This is an optimization exercise on Yosys and OpenROAD, whose aim is small area, a short achievable clock period and few clock cycles per item, not a production implementation. Power figures rest on the tool's default switching activity, not on a simulated workload.

// processor
module processor(clk, rst, max_pc, imem_addr, imem_data, dmem_addr, dmem_data, done, out);
==> module rf_read_port, before the edit <==
module rf_read_port(ra, we, wa, wd, rall, rd, rdn_raw, byp);
    input [4:0] ra;
    input we;
    input [4:0] wa;
    input [7:0] wd;
    input [255:0] rall;
    output [7:0] rd;
    output [7:0] rdn_raw;        
    output byp;                  
    wire nbyp;
    wire [3:0] nlo;
    wire [7:0] nhi;
    rf_bypass BYP(.ra(ra), .we(we), .wa(wa), .byp(byp), .nbyp(nbyp));
    rf_predecode PDEC(.ra(ra), .nlo(nlo), .nhi(nhi));
    wire [31:0] s;
    assign s[0] = 1'b0;
    genvar i, b;
    generate
        for (i = 1; i < 32; i = i + 1) begin : g_sel
            rf_nor2 SEL(.a(nlo[i % 4]), .b(nhi[i / 4]), .y(s[i]));
        end
        for (b = 0; b < 8; b = b + 1) begin : g_bit
            wire [10:0] g;
            wire [2:0] p;
            wire t, nwd;
            for (i = 0; i < 10; i = i + 1) begin : g_aoi
                rf_a222oi AOI(.a1(s[3*i+1]), .a2(rall[8*(3*i+1)+b]),
                              .b1(s[3*i+2]), .b2(rall[8*(3*i+2)+b]),
                              .c1(s[3*i+3]), .c2(rall[8*(3*i+3)+b]), .y(g[i]));
            end
            rf_nand2 AOI1(.a(s[31]), .b(rall[8*31+b]), .y(g[10]));
            rf_nand4 N0(.a(g[0]), .b(g[1]), .c(g[2]), .d(g[3]), .y(p[0]));
            rf_nand4 N1(.a(g[4]), .b(g[5]), .c(g[6]), .d(g[7]), .y(p[1]));
            rf_nand3 N2(.a(g[8]), .b(g[9]), .c(g[10]), .y(p[2]));
            rf_nor3 T(.a(p[0]), .b(p[1]), .c(p[2]), .y(t));
            rf_inv IW(.a(wd[b]), .y(nwd));
            rf_o22ai O(.a1(t), .a2(byp), .b1(nbyp), .b2(nwd), .y(rd[b]));
            assign rdn_raw[b] = t;
        end
    endgenerate
endmodule
==> module processor, before the edit <==
module processor(clk, rst, max_pc, imem_addr, imem_data, dmem_addr, dmem_data, done, out);
    input clk, rst;
    input [7:0] max_pc;
    output [7:0] imem_addr;
    input [31:0] imem_data;
    output [3:0] dmem_addr;
    input [7:0] dmem_data;
    output reg done;
    output [7:0] out;
    reg       e_valid;           
    reg       e_beq, e_bne;      
    reg       e_eql, e_eqh;      
    reg [7:0] e_tgt;             
    reg [7:0] e_seq;             
    reg [7:0] e_a, e_b;          
    reg [4:0] e_wa;              
    reg       e_jal, e_slt, e_lw;
    wire [7:0] npc;              
    next_pc NPCL(.eql(e_eql), .eqh(e_eqh), .beq(e_beq), .bne(e_bne),
                 .tgt(e_tgt[3:0]), .seq(e_seq[3:0]), .npc(npc[3:0]));
    next_pc NPCH(.eql(e_eql), .eqh(e_eqh), .beq(e_beq), .bne(e_bne),
                 .tgt(e_tgt[7:4]), .seq(e_seq[7:4]), .npc(npc[7:4]));
    wire [7:0] sum   = e_a + e_b;
    wire       lt    = $signed(e_a) < $signed(e_b);
    wire [7:0] wd    = e_lw  ? dmem_data :
                       e_jal ? e_tgt :
                       e_slt ? {7'd0, lt} : sum;
    wire       finish = e_valid & (npc >= max_pc);
    assign imem_addr = npc;
    assign dmem_addr = sum[3:0];
    reg [7:0] rf [1:31];
    wire [255:0] rall;
    wire [7:0] wd_m = rst ? 8'd0 : wd;
    assign rall[7:0] = 8'd0;
    genvar i;
    generate
        for (i = 1; i < 32; i = i + 1) begin : g_rf
            always @(posedge clk)
                if (rst || e_wa == i)
                    rf[i] <= wd_m;
            assign rall[8 * i +: 8] = rf[i];
        end
    endgenerate
    assign out = rf[4];
    wire [4:0] f_rs = imem_data[25:21];
    wire [4:0] f_rt = imem_data[20:16];
    wire       e_we = (e_wa != 5'd0);
    wire [7:0] f_a, f_b;     
    wire [7:0] f_an, f_bn;   
    wire       f_ba, f_bb;   
    rf_read_port RPA(.ra(f_rs), .we(e_we), .wa(e_wa), .wd(wd), .rall(rall), .rd(f_a),
                     .rdn_raw(f_an), .byp(f_ba));
    rf_read_port RPB(.ra(f_rt), .we(e_we), .wa(e_wa), .wd(wd), .rall(rall), .rd(f_b),
                     .rdn_raw(f_bn), .byp(f_bb));
    wire [7:0] x_ab = f_an ^ f_bn;       
    wire [7:0] x_wb = ~(wd ^ f_bn);      
    wire [7:0] x_aw = ~(wd ^ f_an);      
    wire f_eql = f_ba ? (f_bb | ~|x_wb[3:0]) : (f_bb ? ~|x_aw[3:0] : ~|x_ab[3:0]);
    wire f_eqh = f_ba ? (f_bb | ~|x_wb[7:4]) : (f_bb ? ~|x_aw[7:4] : ~|x_ab[7:4]);
    wire [5:0] f_op = imem_data[31:26];
    wire [5:0] f_fn = imem_data[5:0];
    wire [7:0] f_imm = imem_data[7:0];
    wire f_rtype = (f_op == 6'b000000);
    wire f_slt   = f_rtype && f_fn == 6'b101010;
    wire f_addu  = f_rtype && f_fn == 6'b100001;
    wire f_jr    = f_rtype && f_fn == 6'b001000;
    wire f_jal   = (f_op == 6'b000011);
    wire f_addiu = (f_op == 6'b001001);
    wire f_beq   = (f_op == 6'b000100);
    wire f_bne   = (f_op == 6'b000101);
    wire f_lw    = (f_op == 6'b100011);
    wire [4:0] f_wa = (f_slt | f_addu)  ? imem_data[15:11] :
                      (f_addiu | f_lw)  ? f_rt :
                      f_jal             ? 5'd31 : 5'd0;
    wire [7:0] f_seq = f_jal ? f_imm : f_jr ? f_a : npc + 8'd1;
    wire go = ~rst & ~done & ~finish;
    always @(posedge clk) begin
        e_tgt  <= npc + (f_jal ? 8'd4 : f_imm);
        e_a    <= f_a;
        e_b    <= (f_addiu | f_lw) ? f_imm : f_b;
        e_slt  <= f_slt;
        e_lw   <= f_lw;
        e_jal  <= f_jal;
        e_eql  <= f_eql;
        e_eqh  <= f_eqh;
        if (rst) begin
            e_valid <= 1'b0;
            e_wa    <= 5'd0;
            e_beq   <= 1'b0;
            e_bne   <= 1'b0;
            e_seq   <= 8'd0;
            done    <= 1'b0;
        end else begin
            e_valid <= go;
            e_wa    <= go ? f_wa : 5'd0;
            e_beq   <= f_beq;
            e_bne   <= f_bne;
            e_seq   <= f_seq;
            if (finish) done <= 1'b1;
        end
    end
endmodule
==> flow/config.mk <==
export PLATFORM = sky130hd
export DESIGN_NAME = processor
export DESIGN_NICKNAME = processor
export VERILOG_FILES = /design/flow/design.v
export SDC_FILE = /design/flow/constraint.sdc
export NUM_CORES = 4
export LEC_CHECK = 0
export CAP_MARGIN = 20
export CORE_MARGIN = 2
export CORE_UTILIZATION = 40
export PLACE_DENSITY = 0.6
export SETUP_SLACK_MARGIN = 3.5
export SLEW_MARGIN = 20
export SYNTH_HIERARCHICAL = 1
export SYNTH_MINIMUM_KEEP_SIZE = 0
==> flow/constraint.sdc <==
create_clock -name core_clock -period 6.0 [get_ports {clk}]
set_input_delay 1.2000 -clock core_clock [delete_from_list [all_inputs] [get_ports {clk}]]
set_output_delay 1.2000 -clock core_clock [all_outputs]
set_load 0.01 [all_outputs]
standard.sh (not shown) runs the stock make flow with config.mk's settings and CLKGATE_MAP_FILE= SYNTH_SCRIPT=/design/flow/synth_recipe.tcl, a recipe that flattens the netlist after the stock synthesis.
==> flow/flow/run.sh <==
#!/bin/bash
# The standard layout, with strong buffers on the ports (in place of the
# delay cells buffer_ports picks by default) and cell sizing in repair not
# held to the original cell's footprint.
set -euo pipefail
export BUFFER_PORTS_ARGS="-buffer_cell sky130_fd_sc_hd__buf_4"
bash standard.sh MATCH_CELL_FOOTPRINT=0 finish > standard.log 2>&1
Change:
--- a/flow/design.v
+++ b/flow/design.v
@@ -1,13 +1,11 @@
-module rf_read_port(ra, we, wa, wd, rall, rd, rdn_raw, byp);
+module rf_read_port(ra, we, wa, wd, rall, rd);
     input [4:0] ra;
     input we;
     input [4:0] wa;
     input [7:0] wd;
     input [255:0] rall;
     output [7:0] rd;
-    output [7:0] rdn_raw;        
-    output byp;                  
-    wire nbyp;
+    wire byp, nbyp;
     wire [3:0] nlo;
     wire [7:0] nhi;
     rf_bypass BYP(.ra(ra), .we(we), .wa(wa), .byp(byp), .nbyp(nbyp));
@@ -35,7 +33,6 @@
             rf_nor3 T(.a(p[0]), .b(p[1]), .c(p[2]), .y(t));
             rf_inv IW(.a(wd[b]), .y(nwd));
             rf_o22ai O(.a1(t), .a2(byp), .b1(nbyp), .b2(nwd), .y(rd[b]));
-            assign rdn_raw[b] = t;
         end
     endgenerate
 endmodule
@@ -117,10 +114,14 @@
     reg [7:0] e_a, e_b;          
     reg [4:0] e_wa;              
     reg       e_jal, e_slt, e_lw;
-    wire [7:0] npc;              
-    next_pc NPCL(.eql(e_eql), .eqh(e_eqh), .beq(e_beq), .bne(e_bne),
+    wire [7:0] npc, npc_out;
+    next_pc NPOL(.eql(e_eql), .eqh(e_eqh), .beq(e_beq), .bne(e_bne),
+                 .tgt(e_tgt[3:0]), .seq(e_seq[3:0]), .npc(npc_out[3:0]));
+    next_pc NPOH(.eql(e_eql), .eqh(e_eqh), .beq(e_beq), .bne(e_bne),
+                 .tgt(e_tgt[7:4]), .seq(e_seq[7:4]), .npc(npc_out[7:4]));
+    next_pc NPIL(.eql(e_eql), .eqh(e_eqh), .beq(e_beq), .bne(e_bne),
                  .tgt(e_tgt[3:0]), .seq(e_seq[3:0]), .npc(npc[3:0]));
-    next_pc NPCH(.eql(e_eql), .eqh(e_eqh), .beq(e_beq), .bne(e_bne),
+    next_pc NPIH(.eql(e_eql), .eqh(e_eqh), .beq(e_beq), .bne(e_bne),
                  .tgt(e_tgt[7:4]), .seq(e_seq[7:4]), .npc(npc[7:4]));
     wire [7:0] sum   = e_a + e_b;
     wire       lt    = $signed(e_a) < $signed(e_b);
@@ -128,7 +129,7 @@
                        e_jal ? e_tgt :
                        e_slt ? {7'd0, lt} : sum;
     wire       finish = e_valid & (npc >= max_pc);
-    assign imem_addr = npc;
+    assign imem_addr = npc_out;
     assign dmem_addr = sum[3:0];
     reg [7:0] rf [1:31];
     wire [255:0] rall;
@@ -148,17 +149,8 @@
     wire [4:0] f_rt = imem_data[20:16];
     wire       e_we = (e_wa != 5'd0);
     wire [7:0] f_a, f_b;     
-    wire [7:0] f_an, f_bn;   
-    wire       f_ba, f_bb;   
-    rf_read_port RPA(.ra(f_rs), .we(e_we), .wa(e_wa), .wd(wd), .rall(rall), .rd(f_a),
-                     .rdn_raw(f_an), .byp(f_ba));
-    rf_read_port RPB(.ra(f_rt), .we(e_we), .wa(e_wa), .wd(wd), .rall(rall), .rd(f_b),
-                     .rdn_raw(f_bn), .byp(f_bb));
-    wire [7:0] x_ab = f_an ^ f_bn;       
-    wire [7:0] x_wb = ~(wd ^ f_bn);      
-    wire [7:0] x_aw = ~(wd ^ f_an);      
-    wire f_eql = f_ba ? (f_bb | ~|x_wb[3:0]) : (f_bb ? ~|x_aw[3:0] : ~|x_ab[3:0]);
-    wire f_eqh = f_ba ? (f_bb | ~|x_wb[7:4]) : (f_bb ? ~|x_aw[7:4] : ~|x_ab[7:4]);
+    rf_read_port RPA(.ra(f_rs), .we(e_we), .wa(e_wa), .wd(wd), .rall(rall), .rd(f_a));
+    rf_read_port RPB(.ra(f_rt), .we(e_we), .wa(e_wa), .wd(wd), .rall(rall), .rd(f_b));
     wire [5:0] f_op = imem_data[31:26];
     wire [5:0] f_fn = imem_data[5:0];
     wire [7:0] f_imm = imem_data[7:0];
@@ -183,8 +175,8 @@
         e_slt  <= f_slt;
         e_lw   <= f_lw;
         e_jal  <= f_jal;
-        e_eql  <= f_eql;
-        e_eqh  <= f_eqh;
+        e_eql  <= (f_a[3:0] == f_b[3:0]);
+        e_eqh  <= (f_a[7:4] == f_b[7:4]);
         if (rst) begin
             e_valid <= 1'b0;
             e_wa    <= 5'd0;
Result: Final area came out lower by about 1%. Global-route usage rises by 0.50 points. Sequential share of layout area is higher by 0.47 points. Utilization is higher by 0.90 points. Synthesized cell count came out lower by 6.5%. Hold slack loses 36 ps. Cell count falls by 2.5%.
No functional check of the RTL was part of any run of this note.

processor, a different RTL version from the one above (not shown whole).
Size in the first run: roughly 2000 cells after synthesis, about 300 flip-flops, roughly 71 I/O pins, about 16000 um2 of cells after synthesis.
==> module processor, before the edit <==
module processor(clk, rst, max_pc, imem_addr, imem_data, dmem_addr, dmem_data, done, out);
    input clk, rst;
    input [7:0] max_pc;
    output [7:0] imem_addr;
    input [31:0] imem_data;
    output [3:0] dmem_addr;
    input [7:0] dmem_data;
    output reg done;
    output [7:0] out;
    reg       e_valid;           
    reg       e_taken;           
    reg [7:0] e_tgt;             
    reg [7:0] e_seq;             
    reg [7:0] e_a, e_b;          
    reg [4:0] e_wa;              
    reg       e_jal, e_slt, e_lw;
    reg [7:0] mp;                
    wire [7:0] npc   = e_taken ? e_tgt : e_seq;
    wire [7:0] sum   = e_a + e_b;
    wire       lt    = $signed(e_a) < $signed(e_b);
    wire [7:0] wd    = e_lw  ? dmem_data :
                       e_jal ? e_tgt :
                       e_slt ? {7'd0, lt} : sum;
    wire       finish = e_valid & (npc >= mp);
    assign imem_addr = npc;
    assign dmem_addr = sum[3:0];
    wire [4:0] f_rs = imem_data[25:21];
    wire [4:0] f_rt = imem_data[20:16];
    wire [7:0] rd1, rd2;
    register_file REGFILE(.clk(clk), .rst(rst), .ra1(f_rs), .ra2(f_rt),
                          .wa(e_wa), .wd(wd), .rd1(rd1), .rd2(rd2), .r4(out));
    wire [7:0] f_a = (f_rs != 5'd0 && f_rs == e_wa) ? wd : rd1;
    wire [7:0] f_b = (f_rt != 5'd0 && f_rt == e_wa) ? wd : rd2;
    wire [5:0] f_op = imem_data[31:26];
    wire [5:0] f_fn = imem_data[5:0];
    wire [7:0] f_imm = imem_data[7:0];
    wire f_rtype = (f_op == 6'b000000);
    wire f_slt   = f_rtype && f_fn == 6'b101010;
    wire f_addu  = f_rtype && f_fn == 6'b100001;
    wire f_jr    = f_rtype && f_fn == 6'b001000;
    wire f_jal   = (f_op == 6'b000011);
    wire f_addiu = (f_op == 6'b001001);
    wire f_beq   = (f_op == 6'b000100);
    wire f_bne   = (f_op == 6'b000101);
    wire f_lw    = (f_op == 6'b100011);
    wire [4:0] f_wa = (f_slt | f_addu)  ? imem_data[15:11] :
                      (f_addiu | f_lw)  ? f_rt :
                      f_jal             ? 5'd31 : 5'd0;
    wire f_eq    = (f_a == f_b);
    wire f_taken = (f_beq & f_eq) | (f_bne & ~f_eq);
    wire [7:0] f_seq = f_jal ? f_imm : f_jr ? f_a : npc + 8'd1;
    wire go = ~rst & ~done & ~finish;
    always @(posedge clk) begin
        mp     <= max_pc;
        e_tgt  <= npc + (f_jal ? 8'd4 : f_imm);
        e_a    <= f_a;
        e_b    <= (f_addiu | f_lw) ? f_imm : f_b;
        e_slt  <= f_slt;
        e_lw   <= f_lw;
        e_jal  <= f_jal;
        if (rst) begin
            e_valid <= 1'b0;
            e_wa    <= 5'd0;
            e_taken <= 1'b0;
            e_seq   <= 8'd0;
            done    <= 1'b0;
        end else begin
            e_valid <= go;
            e_wa    <= go ? f_wa : 5'd0;
            e_taken <= f_taken;
            e_seq   <= f_seq;
            if (finish) done <= 1'b1;
        end
    end
endmodule
clock: 6.0 ns
lec_check: 0
abc_area: 1
cap_margin: 20
core_margin: 2
core_utilization: 40
place_density: 0.6
setup_slack_margin: 2.5
slew_margin: 20
run.sh (not shown) runs the stock make flow with config.mk's settings and CLKGATE_MAP_FILE= SYNTH_SCRIPT=/design/flow/synth_recipe.tcl, a recipe that flattens the netlist after the stock synthesis.
Stock flow here: none of the scripts above is used.
Edit:
--- a/flow/design.v
+++ b/flow/design.v
@@ -30,5 +30,6 @@
     output [7:0] out;
     reg       e_valid;           
-    reg       e_taken;           
+    reg       e_beq, e_bne;      
+    reg       e_eql, e_eqh;      
     reg [7:0] e_tgt;             
     reg [7:0] e_seq;             
@@ -37,5 +38,7 @@
     reg       e_jal, e_slt, e_lw;
     reg [7:0] mp;                
-    wire [7:0] npc   = e_taken ? e_tgt : e_seq;
+    wire       e_eq  = e_eql & e_eqh;
+    wire       taken = (e_beq & e_eq) | (e_bne & ~e_eq);
+    wire [7:0] npc   = taken ? e_tgt : e_seq;
     wire [7:0] sum   = e_a + e_b;
     wire       lt    = $signed(e_a) < $signed(e_b);
@@ -68,6 +71,4 @@
                       (f_addiu | f_lw)  ? f_rt :
                       f_jal             ? 5'd31 : 5'd0;
-    wire f_eq    = (f_a == f_b);
-    wire f_taken = (f_beq & f_eq) | (f_bne & ~f_eq);
     wire [7:0] f_seq = f_jal ? f_imm : f_jr ? f_a : npc + 8'd1;
     wire go = ~rst & ~done & ~finish;
@@ -80,8 +81,11 @@
         e_lw   <= f_lw;
         e_jal  <= f_jal;
+        e_eql  <= (f_a[3:0] == f_b[3:0]);
+        e_eqh  <= (f_a[7:4] == f_b[7:4]);
         if (rst) begin
             e_valid <= 1'b0;
             e_wa    <= 5'd0;
-            e_taken <= 1'b0;
+            e_beq   <= 1'b0;
+            e_bne   <= 1'b0;
             e_seq   <= 8'd0;
             done    <= 1'b0;
@@ -89,5 +93,6 @@
             e_valid <= go;
             e_wa    <= go ? f_wa : 5'd0;
-            e_taken <= f_taken;
+            e_beq   <= f_beq;
+            e_bne   <= f_bne;
             e_seq   <= f_seq;
             if (finish) done <= 1'b1;
=>
- synthesized cell count rises by 1.1%
- worst hold slack degrades by 0.012 ns
- design area stays flat
- power is lower by 1.2%
- final cell count barely changes
- clock skew goes up by 0.016 ns
- maximum frequency falls by 1.1%
No functional check of the RTL was part of any run of this note.

-- what the ideal ports hide --
No port has a modelled driver above. Below, the same layouts with a new extraction and two added sets of constraints.
Step 1 sets driving cells, clkbuf_16 on the clock port and buf_2 on the other inputs (assumed; they add their load-dependent delay and slew).
Step 2 moves the port delays by t, midway between the first and last clock arrival at a register: inputs arrive t later, outputs are due t later. That takes back most of the time a late clock gives input paths.
a / b / c = no drivers / after step 1 / after step 2; a / b = the first two.
run	t, ns	setup slack, ns	worst hold slack (ns)	cell pins on the clock port's net
the first run of note 1	0.633	2.454 / 2.450 / 1.817	0.636 / 0.636 / 0.636	1
the second run of note 1	0.619	2.819 / 2.769 / 2.289	0.600 / 0.600 / 0.600	1
the first run of note 2	0.625	2.489 / 2.472 / 1.847	0.517 / 0.517 / 0.517	1
the second run of note 2	0.617	2.449 / 2.480 / 1.864	0.505 / 0.505 / 0.505	1
After both steps setup and hold are still met in every run listed. The setup slack of the first run of note 2, which loses most, moves by -0.017 ns with the drivers and by -0.642 ns with both steps.
